Background: an optimization exercise with open tools, aiming at small area and a short achievable clock period. Do not read the settings as production practice.
Only simulation tests tie the RTL to the original design; equivalence was not proved.

== try-zinc ==
## RFCorrelator
module RFCorrelator(bit_stream, clk, reset, Target_Num,
num_1, num_2, num_3, num_4, num_5, num_6, num_7, num_8, num_9, num_10, num_11, num_12, num_13, num_14, num_15, num_16, Out_str);
==> flow/config.mk <==
export PLATFORM = sky130hd
export DESIGN_NAME = RFCorrelator
export DESIGN_NICKNAME = RFCorrelator
export VERILOG_FILES = /design/flow/design.v
export SDC_FILE = /design/flow/constraint.sdc
export NUM_CORES = 4
export LEC_CHECK = 0
export ABC_AREA = 1
export CAP_MARGIN = 20
export CORE_MARGIN = 2
export CORE_UTILIZATION = 40
export PLACE_DENSITY = 0.6
export SLEW_MARGIN = 20
export SYNTH_HIERARCHICAL = 1
==> flow/constraint.sdc <==
create_clock -name core_clock -period 55.0 [get_ports {clk}]
set_input_delay 11.0000 -clock core_clock [delete_from_list [all_inputs] [get_ports {clk}]]
set_output_delay 11.0000 -clock core_clock [all_outputs]
set_load 0.01 [all_outputs]
standard.sh (not shown) runs the stock make flow with config.mk's settings and CLKGATE_MAP_FILE= SYNTH_SCRIPT=/design/flow/synth_recipe.tcl, a recipe that flattens the netlist after the stock synthesis.
==> flow/flow/run.sh <==
#!/bin/bash
# The standard layout (standard.sh) with two changes:
#  - synthesis maps the logic with ABC scripts of our own (flow/abc_*.script):
#    the argmin module with flow/abc_argmin.script, everything else with
#    flow/abc_main.script. Everything else in synthesis is the standard flow's script
#    (synth_recipe.tcl), so the registers are the standard synthesis's.
#  - the port buffers are the smallest buffer (buf_1).
# Each tool's output goes to the ORFS logs under orfs/logs; make's own
# output goes to flow_make.log.
set -euo pipefail
W=$PWD
export MY_ABC_SCRIPT=$W/flow/abc_main.script
export MY_ABC_SEL_SCRIPT=$W/flow/abc_argmin.script
export BUFFER_PORTS_ARGS="-buffer_cell sky130_fd_sc_hd__buf_1"
cat > $W/my_synth.tcl <<EOF
proc abc {args} {
  set i [lsearch -exact \$args -script]
  if { \$i >= 0 } {
    set a1 \$args
    lset a1 [expr {\$i + 1}] \$::env(MY_ABC_SCRIPT)
    set a2 \$args
    lset a2 [expr {\$i + 1}] \$::env(MY_ABC_SEL_SCRIPT)
    yosys abc {*}\$a2 argmin_16
    yosys abc {*}\$a1
    return
  }
  yosys abc {*}\$args
}
source $W/synth_recipe.tcl
EOF
grep -q 'SYNTH_SCRIPT=[^ ]*synth_recipe.tcl' standard.sh
sed "s#SYNTH_SCRIPT=[^ ]*synth_recipe.tcl#SYNTH_SCRIPT=$W/my_synth.tcl#" standard.sh > my_standard.sh
bash my_standard.sh > flow_make.log 2>&1
==> flow/flow/abc_argmin.script <==
strash; dch; map -a; topo; buffer -c; upsize -c; dnsize -c; stime -c
==> flow/flow/abc_main.script <==
strash; dch; map -a; topo; stime -c
Inputs modified between try-zinc and try-delta:
==> flow/flow/abc_argmin.script <==
strash; dch; map; topo; buffer -c; upsize -c; dnsize -c; stime -c
[summary]
Global-route usage (try-delta over try-zinc): increase, 0.41 points
Met1 routed wirelength after detailed routing: try-delta vs try-zinc up about 14%
| full die area | try-delta vs try-zinc | 5.7% higher |
Total routed wirelength: try-delta > try-zinc
The worst-path cell with the longest stage delay comes out sky130_fd_sc_hd__o21ai_2 in one run and sky130_fd_sc_hd__o21ai_0 in the other, namely in try-delta and try-zinc respectively.

* * *

Another version of the RTL of RFCorrelator (not shown whole).
Size: roughly 1700 cells after synthesis, ~130 flip-flops, ~550 I/O pins.
clock: 55.0 ns
lec_check: 0
abc_area: 1
cap_margin: 20
core_margin: 2
core_utilization: 40
cts_buf_list: sky130_fd_sc_hd__clkbuf_8
place_density: 0.6
slew_margin: 20
synth_hierarchical: 1
==> flow/flow/run.sh <==
#!/bin/bash
# The standard layout (standard.sh) with two changes:
#  - synthesis maps the logic with ABC scripts of our own (flow/abc_*.script):
#    the pair_min module with flow/abc_pair.script, the argmin_16 module with
#    flow/abc_argmin.script, the rest with flow/abc_main.script. Everything
#    else in synthesis is the standard flow's script
#    (synth_recipe.tcl), so the registers are the standard synthesis's.
#  - the port buffers are the smallest buffer (buf_1).
# Each tool's output goes to the ORFS logs under orfs/logs; make's own
# output goes to flow_make.log.
set -euo pipefail
W=$PWD
export MY_ABC_SCRIPT=$W/flow/abc_main.script
export MY_ABC_SEL_SCRIPT=$W/flow/abc_argmin.script
export MY_ABC_PAIR_SCRIPT=$W/flow/abc_pair.script
export BUFFER_PORTS_ARGS="-buffer_cell sky130_fd_sc_hd__buf_1"
cat > $W/my_synth.tcl <<EOF
proc abc {args} {
  set i [lsearch -exact \$args -script]
  if { \$i >= 0 } {
    set a1 \$args
    lset a1 [expr {\$i + 1}] \$::env(MY_ABC_SCRIPT)
    set a2 \$args
    lset a2 [expr {\$i + 1}] \$::env(MY_ABC_SEL_SCRIPT)
    set a3 \$args
    lset a3 [expr {\$i + 1}] \$::env(MY_ABC_PAIR_SCRIPT)
    yosys abc {*}\$a3 pair_min
    yosys abc {*}\$a2 argmin_16
    yosys abc {*}\$a1
    return
  }
  yosys abc {*}\$args
}
source $W/synth_recipe.tcl
EOF
grep -q 'SYNTH_SCRIPT=[^ ]*synth_recipe.tcl' standard.sh
sed "s#SYNTH_SCRIPT=[^ ]*synth_recipe.tcl#SYNTH_SCRIPT=$W/my_synth.tcl#" standard.sh > my_standard.sh
bash my_standard.sh > flow_make.log 2>&1
==> flow/flow/abc_argmin.script <==
strash; dch; map -D 2000; topo; buffer -c; upsize -c; dnsize -c; stime -c
==> flow/flow/abc_pair.script <==
strash; dch; map -a; topo; stime -c
Scripts as last shown in full above: flow/flow/abc_main.script
The baseline completed without violations.
Then changed:
- CTS_BUF_LIST: sky130_fd_sc_hd__clkbuf_8 -> unset
=>
- design area goes up slightly
- clock skew drops by 0.0041 ns
- routed wire length is about the same
- non-clock buffer count does not change
- first-iteration DRC count goes up slightly
- sequential share of layout area drops by 0.10 points
Then changed:
- CORE_UTILIZATION: 40 -> 60
- CTS_BUF_LIST: unset -> sky130_fd_sc_hd__clkbuf_8
- PLACE_DENSITY: 0.6 -> 0.75
Cell count is lower by 7.3%.
Die area is lower by about 33%.
Wire length is lower by about 6.5%.
Core utilization is higher by 23 points.

* * *

Another version of the RTL of RFCorrelator (not shown whole).
Size in the first run: about 1700 cells after synthesis, ~74 flip-flops, roughly 550 I/O pins, ~0.019 sq mm of cells after synthesis.
Settings: LEC_CHECK=0, CAP_MARGIN=20, CORE_MARGIN=2, CORE_UTILIZATION=40, PLACE_DENSITY=0.6, SLEW_MARGIN=20, SYNTH_HIERARCHICAL=1; clock period 55.0 ns.
run.sh (not shown) runs the stock make flow with config.mk's settings and CLKGATE_MAP_FILE= SYNTH_SCRIPT=/design/flow/synth_recipe.tcl, a recipe that flattens the netlist after the stock synthesis.
Stock flow here: none of the scripts above is used.
The baseline finished clean.
Edit:
==> flow/flow/run.sh (new file) <==
#!/bin/bash
# The standard layout, except that the port buffers are the smallest buffer
# (buf_1) instead of the resizer's default choice.
set -euo pipefail
export BUFFER_PORTS_ARGS="-buffer_cell sky130_fd_sc_hd__buf_1"
bash standard.sh > standard_flow.log 2>&1
==> flow/standard.sh (new file) <==
#!/bin/bash
# synth_recipe.tcl (not shown) runs the flow's synth.tcl, then flattens the netlist and writes it again
# the make line also repeats each setting of config.mk as NAME=value (left out here)
make -C /OpenROAD-flow-scripts/flow DESIGN_CONFIG=/design/flow/config.mk WORK_HOME=/design/flow/orfs CLKGATE_MAP_FILE= SYNTH_SCRIPT=/design/flow/synth_recipe.tcl "${@:-finish}"
- ABC_AREA: not set -> 1
removed: flow/run.sh
- maximum frequency grows by 11%
- core utilization shrinks by 7.6 points
- setup slack is better by 1900 ps
- count of clock-buffer cells in the layout shrinks by 1
Edit:
- CORE_UTILIZATION: 40 -> 70
- PLACE_DENSITY: 0.6 -> 0.85
=>
- The new run completed with no timing, DRC or antenna violations
- worst setup slack gets better by 21 ps
- non-clock buffer count does not change
- global-route usage is higher by 21 points
- via count is higher by a little under a tenth
- wire length is lower slightly
- worst hold slack gets better by 3.3 ps
- clock skew is about the same
- synthesized cell count stays the same
- die area is lower by well over a third
Edit:
- CORE_UTILIZATION: 70 -> 55
- PLACE_DENSITY: 0.85 -> 0.75
Core utilization is lower by 17 points.
Wire length is lower by about 4%.
Fmax is higher by 0.82%.
Cell area is higher by about 0.8%.
Count of clock-buffer cells in the layout is lower by 1.
Worst setup slack is better by 140 ps.
Sequential share of layout area hardly moves.

* * *

== lane 1 ==
RFCorrelator with an RTL version that a note above also has.
For scale: roughly 130 flip-flops, ~19000 um^2 of cells after synthesis.
clock: 55.0 ns
lec_check: 0
abc_area: 1
cap_margin: 5
core_margin: 2
core_utilization: 40
cts_buf_list: sky130_fd_sc_hd__clkbuf_8
place_density: 0.6
slew_margin: 5
synth_hierarchical: 1
standard.sh (not shown) runs the stock make flow with config.mk's settings and CLKGATE_MAP_FILE= SYNTH_SCRIPT=/design/flow/synth_recipe.tcl, a recipe that flattens the netlist after the stock synthesis.
==> flow/flow/run.sh <==
#!/bin/bash
# The standard layout (standard.sh) with two changes:
#  - synthesis maps the logic with ABC scripts of our own (flow/abc_*.script):
#    the pair_min module with flow/abc_pair.script, the argmin_16 module with
#    flow/abc_argmin.script, the rest with flow/abc_main.script. Everything
#    else in synthesis is the standard flow's script
#    (synth_recipe.tcl), so the registers are the standard synthesis's.
#  - the port buffers are the smallest buffer (buf_1).
# Each tool's output goes to the ORFS logs under orfs/logs; make's own
# output goes to flow_make.log.
set -euo pipefail
W=$PWD
export MY_ABC_SCRIPT=$W/flow/abc_main.script
export MY_ABC_SEL_SCRIPT=$W/flow/abc_argmin.script
export MY_ABC_PAIR_SCRIPT=$W/flow/abc_pair.script
export BUFFER_PORTS_ARGS="-buffer_cell sky130_fd_sc_hd__buf_1"
cat > $W/my_synth.tcl <<EOF
proc abc {args} {
  set i [lsearch -exact \$args -script]
  if { \$i >= 0 } {
    set a1 \$args
    lset a1 [expr {\$i + 1}] \$::env(MY_ABC_SCRIPT)
    set a2 \$args
    lset a2 [expr {\$i + 1}] \$::env(MY_ABC_SEL_SCRIPT)
    set a3 \$args
    lset a3 [expr {\$i + 1}] \$::env(MY_ABC_PAIR_SCRIPT)
    yosys abc {*}\$a3 pair_min
    yosys abc {*}\$a2 argmin_16
    yosys abc {*}\$a1
    return
  }
  yosys abc {*}\$args
}
source $W/synth_recipe.tcl
EOF
grep -q 'SYNTH_SCRIPT=[^ ]*synth_recipe.tcl' standard.sh
sed "s#SYNTH_SCRIPT=[^ ]*synth_recipe.tcl#SYNTH_SCRIPT=$W/my_synth.tcl#" standard.sh > my_standard.sh
bash my_standard.sh > flow_make.log 2>&1
Scripts as last shown in full above: flow/flow/abc_argmin.script, flow/flow/abc_main.script, flow/flow/abc_pair.script
Lane 1: flow completed, timing, DRC and antenna clean
--- input diff lane 1..lane 2 ---
Settings: swapping 5 for 20 in SLEW_MARGIN; swapping 5 for 20 in CAP_MARGIN.
==> flow/flow/abc_pair.script <==
strash; dch; map -a; topo; buffer -c; upsize -c; dnsize -c; stime -c
Results
The routed wire length of lane 2 falls short of that of lane 1 by 350 um. NOTE: reg-to-reg setup timing slack in lane 2 exceeds that of lane 1. Between lane 2 and lane 1, count of clock-buffer cells in the layout is lower for lane 2, lane 1 comes in above that. Max setup slack across lane 2 and lane 1: lane 2. Re maximum clock skew at final layout: lane 2 and lane 1 aren't equal, and the higher value belongs to lane 2. Status: core utilization parity (lane 1, lane 2). The first-pass GRT wire length of lane 2 is lower than that of lane 1.

* * *

RFCorrelator, a different RTL version from the one above (not shown whole).
Size in the first run: roughly 170 flip-flops, ~550 I/O pins, ~0.021 mm² of cells after synthesis.
Settings: LEC_CHECK=0, ABC_AREA=1, CAP_MARGIN=20, CORE_MARGIN=2, CORE_UTILIZATION=40, PLACE_DENSITY=0.6, SLEW_MARGIN=20, SYNTH_HIERARCHICAL=1; clock period 55.0 ns.
==> flow/flow/run.sh <==
#!/bin/bash
# The standard layout (standard.sh) with two changes:
#  - synthesis maps the logic with ABC scripts of our own (flow/abc_*.script):
#    the argmin module with flow/abc_argmin.script, everything else with
#    flow/abc_main.script. Everything else in synthesis is the standard flow's script
#    (synth_recipe.tcl), so the registers are the standard synthesis's.
#  - the port buffers are the smallest buffer (buf_1).
# Each tool's output goes to the ORFS logs under orfs/logs; make's own
# output goes to flow_make.log.
set -euo pipefail
W=$PWD
export MY_ABC_SCRIPT=$W/flow/abc_main.script
export MY_ABC_SEL_SCRIPT=$W/flow/abc_argmin.script
export BUFFER_PORTS_ARGS="-buffer_cell sky130_fd_sc_hd__buf_1"
cat > $W/my_synth.tcl <<EOF
proc abc {args} {
  set i [lsearch -exact \$args -script]
  if { \$i >= 0 } {
    set a1 \$args
    lset a1 [expr {\$i + 1}] \$::env(MY_ABC_SCRIPT)
    set a2 \$args
    lset a2 [expr {\$i + 1}] \$::env(MY_ABC_SEL_SCRIPT)
    yosys abc {*}\$a2 argmin_16
    yosys abc {*}\$a1
    return
  }
  yosys abc {*}\$args
}
source $W/synth_recipe.tcl
EOF
grep -q 'SYNTH_SCRIPT=[^ ]*synth_recipe.tcl' standard.sh
sed "s#SYNTH_SCRIPT=[^ ]*synth_recipe.tcl#SYNTH_SCRIPT=$W/my_synth.tcl#" standard.sh > my_standard.sh
bash my_standard.sh > flow_make.log 2>&1
Scripts as last shown in full above: flow/flow/abc_argmin.script, flow/flow/abc_main.script
Change:
==> flow/flow/abc_argmin.script (replaced) <==
strash; dch; map; topo; buffer -c; upsize -c; dnsize -c; stime -c
Cell count increases by about 4.7%.
Synthesized cell count increases by 7.6%.
Worst hold slack improves by 17 ps.
Synthesized area increases by 4.6%.
Cell area increases by about 4%.

* * *

RTL: one of the versions met above, not the one the previous note started from.
Size: about 1700 cells after synthesis, roughly 550 I/O pins, about 19000 um^2 of cells after synthesis.
// RFCorrelator
module RFCorrelator(bit_stream, clk, reset, Target_Num,
num_1, num_2, num_3, num_4, num_5, num_6, num_7, num_8, num_9, num_10, num_11, num_12, num_13, num_14, num_15, num_16, Out_str);
output [31:0] Target_Num;
input clk, reset, bit_stream;
output [3:0] Out_str;
input [31:0] num_1, num_2, num_3, num_4, num_5, num_6, num_7, num_8, num_9, num_10, num_11, num_12, num_13, num_14, num_15, num_16;
reg [31:0] shift_reg;
reg [5:0] current_bit;
reg [31:0] Target_Num;
reg [55:0] hpair_reg;
wire [55:0] hpair;
correlation_32 u(num_1, num_2, num_3, num_4, num_5, num_6, num_7, num_8, num_9, num_10, num_11, num_12, num_13, num_14, num_15, num_16, Target_Num, hpair);
argmin_16 s(hpair_reg, Out_str);
wire load = current_bit[5];
always @(posedge clk)
begin
	shift_reg <= {bit_stream, shift_reg[31:1]};
	hpair_reg <= hpair;
	if (reset)
		current_bit <= 0;
	else if (load)
		current_bit <= 0;
	else
		current_bit <= current_bit + 1;
	if (!reset && load)
		Target_Num <= shift_reg;
end
endmodule
Settings: LEC_CHECK=0, ABC_AREA=1, CAP_MARGIN=20, CORE_MARGIN=2, CORE_UTILIZATION=40, CTS_BUF_LIST=sky130_fd_sc_hd__clkbuf_4 sky130_fd_sc_hd__clkbuf_8, PLACE_DENSITY=0.6, SLEW_MARGIN=20, SYNTH_HIERARCHICAL=1; clock period 55.0 ns.
==> flow/flow/run.sh <==
#!/bin/bash
# The standard layout (standard.sh) with two changes:
#  - synthesis maps the logic with ABC scripts of our own (flow/abc_*.script):
#    the pair_min module with flow/abc_pair.script, the argmin_16 module with
#    flow/abc_argmin.script, the rest with flow/abc_main.script. Everything
#    else in synthesis is the standard flow's script
#    (synth_recipe.tcl), so the registers are the standard synthesis's.
#  - the port buffers are the smallest buffer (buf_1).
# Each tool's output goes to the ORFS logs under orfs/logs; make's own
# output goes to flow_make.log.
set -euo pipefail
W=$PWD
export MY_ABC_SCRIPT=$W/flow/abc_main.script
export MY_ABC_SEL_SCRIPT=$W/flow/abc_argmin.script
export MY_ABC_PAIR_SCRIPT=$W/flow/abc_pair.script
export BUFFER_PORTS_ARGS="-buffer_cell sky130_fd_sc_hd__buf_1"
cat > $W/my_synth.tcl <<EOF
proc abc {args} {
  set i [lsearch -exact \$args -script]
  if { \$i >= 0 } {
    set a1 \$args
    lset a1 [expr {\$i + 1}] \$::env(MY_ABC_SCRIPT)
    set a2 \$args
    lset a2 [expr {\$i + 1}] \$::env(MY_ABC_SEL_SCRIPT)
    set a3 \$args
    lset a3 [expr {\$i + 1}] \$::env(MY_ABC_PAIR_SCRIPT)
    yosys abc {*}\$a3 pair_min
    yosys abc {*}\$a2 argmin_16
    yosys abc {*}\$a1
    return
  }
  yosys abc {*}\$args
}
source $W/synth_recipe.tcl
EOF
grep -q 'SYNTH_SCRIPT=[^ ]*synth_recipe.tcl' standard.sh
sed "s#SYNTH_SCRIPT=[^ ]*synth_recipe.tcl#SYNTH_SCRIPT=$W/my_synth.tcl#" standard.sh > my_standard.sh
bash my_standard.sh > flow_make.log 2>&1
==> flow/flow/abc_argmin.script <==
strash; dch; map -a; topo; buffer -c; upsize -c; dnsize -c; stime -c
==> flow/flow/abc_pair.script <==
strash; dch; map -a; topo; stime -c
Scripts as last shown in full above: flow/flow/abc_main.script
==> next run, changes <==
- CORE_UTILIZATION: 40 -> 45
- CTS_BUF_LIST: sky130_fd_sc_hd__clkbuf_4 sky130_fd_sc_hd__clkbuf_8 -> sky130_fd_sc_hd__clkbuf_8
- PLACE_DENSITY: 0.6 -> 0.5
Outcome:
- sequential cell count stays the same
- setup slack gets better by 0.0030 ns
- clock-buffer cell count came out lower by 1
==> next run, changes <==
- CORE_UTILIZATION: 45 -> 40
- CTS_CLUSTER_DIAMETER: default -> 80
- CTS_CLUSTER_SIZE: default -> 30
- PLACE_DENSITY: 0.5 -> 0.6
Outcome: The new run ran to the end with no violations. Design area came out higher by about 0.4%. Utilization decreases by 6.0 points. Synthesized cell count is unchanged. Worst setup slack gets better by 0.017 ns. Wire length barely changes. Cell count came out higher by about 2.7%. Maximum frequency barely changes. Synthesized area does not change.
==> next run, changes <==
- CTS_CLUSTER_DIAMETER: 80 -> default
- CTS_CLUSTER_SIZE: 30 -> default
- PLACE_DENSITY: 0.6 -> 0.75
Outcome: The new run produced a clean layout. Worst setup slack degrades by 0.038 ns. Via count increases by 2.7%. Core utilization is about the same. Worst hold slack hardly moves. Final area barely changes. Global-route usage came out higher by 0.78 points. Cell count hardly moves. Routed wire length goes up by 3.5%. Critical path depth goes up by 7. Synthesized area does not change. Sequential cell count is unchanged.
==> next run, changes <==
==> flow/flow/abc_pair.script (replaced) <==
strash; dch; map -a; topo; buffer -c; upsize -c; dnsize -c; stime -c
- PLACE_DENSITY: 0.75 -> 0.6
Outcome: The new run passed the timing, design-rule and antenna checks. Wire length drops slightly. Global-route usage shrinks by 0.40 points. Synthesized cell count goes up slightly. Die area goes up slightly. Worst hold slack improves by 0.0048 ns. Non-clock buffer count climbs by 1. First-iteration DRC count went down by about a fifth. Area after synthesis rises slightly. Register-to-register slack degrades by 0.24 ns.

==> static timing again, ports no longer ideal <==
The results above use ideal ports. As a check the final layouts listed here were re-extracted and re-timed, cells and wires unchanged.
Step 1, drivers: a clkbuf_16 drives clk and a buf_2 each remaining input, both assumed.
Step 2 adds t to the input delays and takes it off the output delays; t is the mean of the earliest and latest rising clock arrival at the registers after step 1. Input paths then give back, and output paths get back, about the clock's delay inside the block.
Slacks: ideal / step 1 / step 2; pairs: ideal / step 1.
| run | t (ns) | setup WS [ns] | worst data-port slew with drivers (ns) |
|---|---|---|---|
| try-zinc | 0.488 | 38.817 / 38.763 / 39.251 | 0.08 |
| try-delta | 0.493 | 39.835 / 39.780 / 39.947 | 0.12 |
| the first run of note 2 | 0.506 | 39.760 / 39.783 / 39.277 | 0.07 |
| the second run of note 2 | 0.481 | 39.697 / 39.725 / 39.244 | 0.07 |
| the third run of note 2 | 0.487 | 39.557 / 39.582 / 39.094 | 0.10 |
| the first run of note 3 | 0.391 | 35.733 / 35.726 / 35.335 | 0.09 |
| the second run of note 3 | 0.405 | 37.679 / 37.699 / 37.293 | 0.07 |
| the third run of note 3 | 0.381 | 37.700 / 37.686 / 37.306 | 0.16 |
| the fourth run of note 3 | 0.389 | 37.841 / 37.854 / 37.465 | 0.13 |
| lane 1 | 0.506 | 39.754 / 39.777 / 39.271 | 0.07 |
| lane 2 | 0.516 | 39.867 / 39.892 / 39.376 | 0.08 |
| the first run of note 5 | 0.502 | 39.932 / 39.871 / 40.007 | 0.07 |
| the second run of note 5 | 0.518 | 40.389 / 40.372 / 39.899 | 0.06 |
| the first run of note 6 | 0.519 | 39.780 / 39.809 / 39.290 | 0.08 |
| the second run of note 6 | 0.499 | 39.783 / 39.808 / 39.309 | 0.07 |
| the third run of note 6 | 0.519 | 39.799 / 39.810 / 39.310 | 0.08 |
| the fourth run of note 6 | 0.512 | 39.762 / 39.717 / 39.300 | 0.07 |
| the fifth run of note 6 | 0.495 | 39.816 / 39.769 / 39.403 | 0.07 |
After both steps setup and hold are still met in every run listed. For lane 2, which loses most, drivers alone change the setup slack by +0.025 ns; drivers and shift together by -0.491 ns.
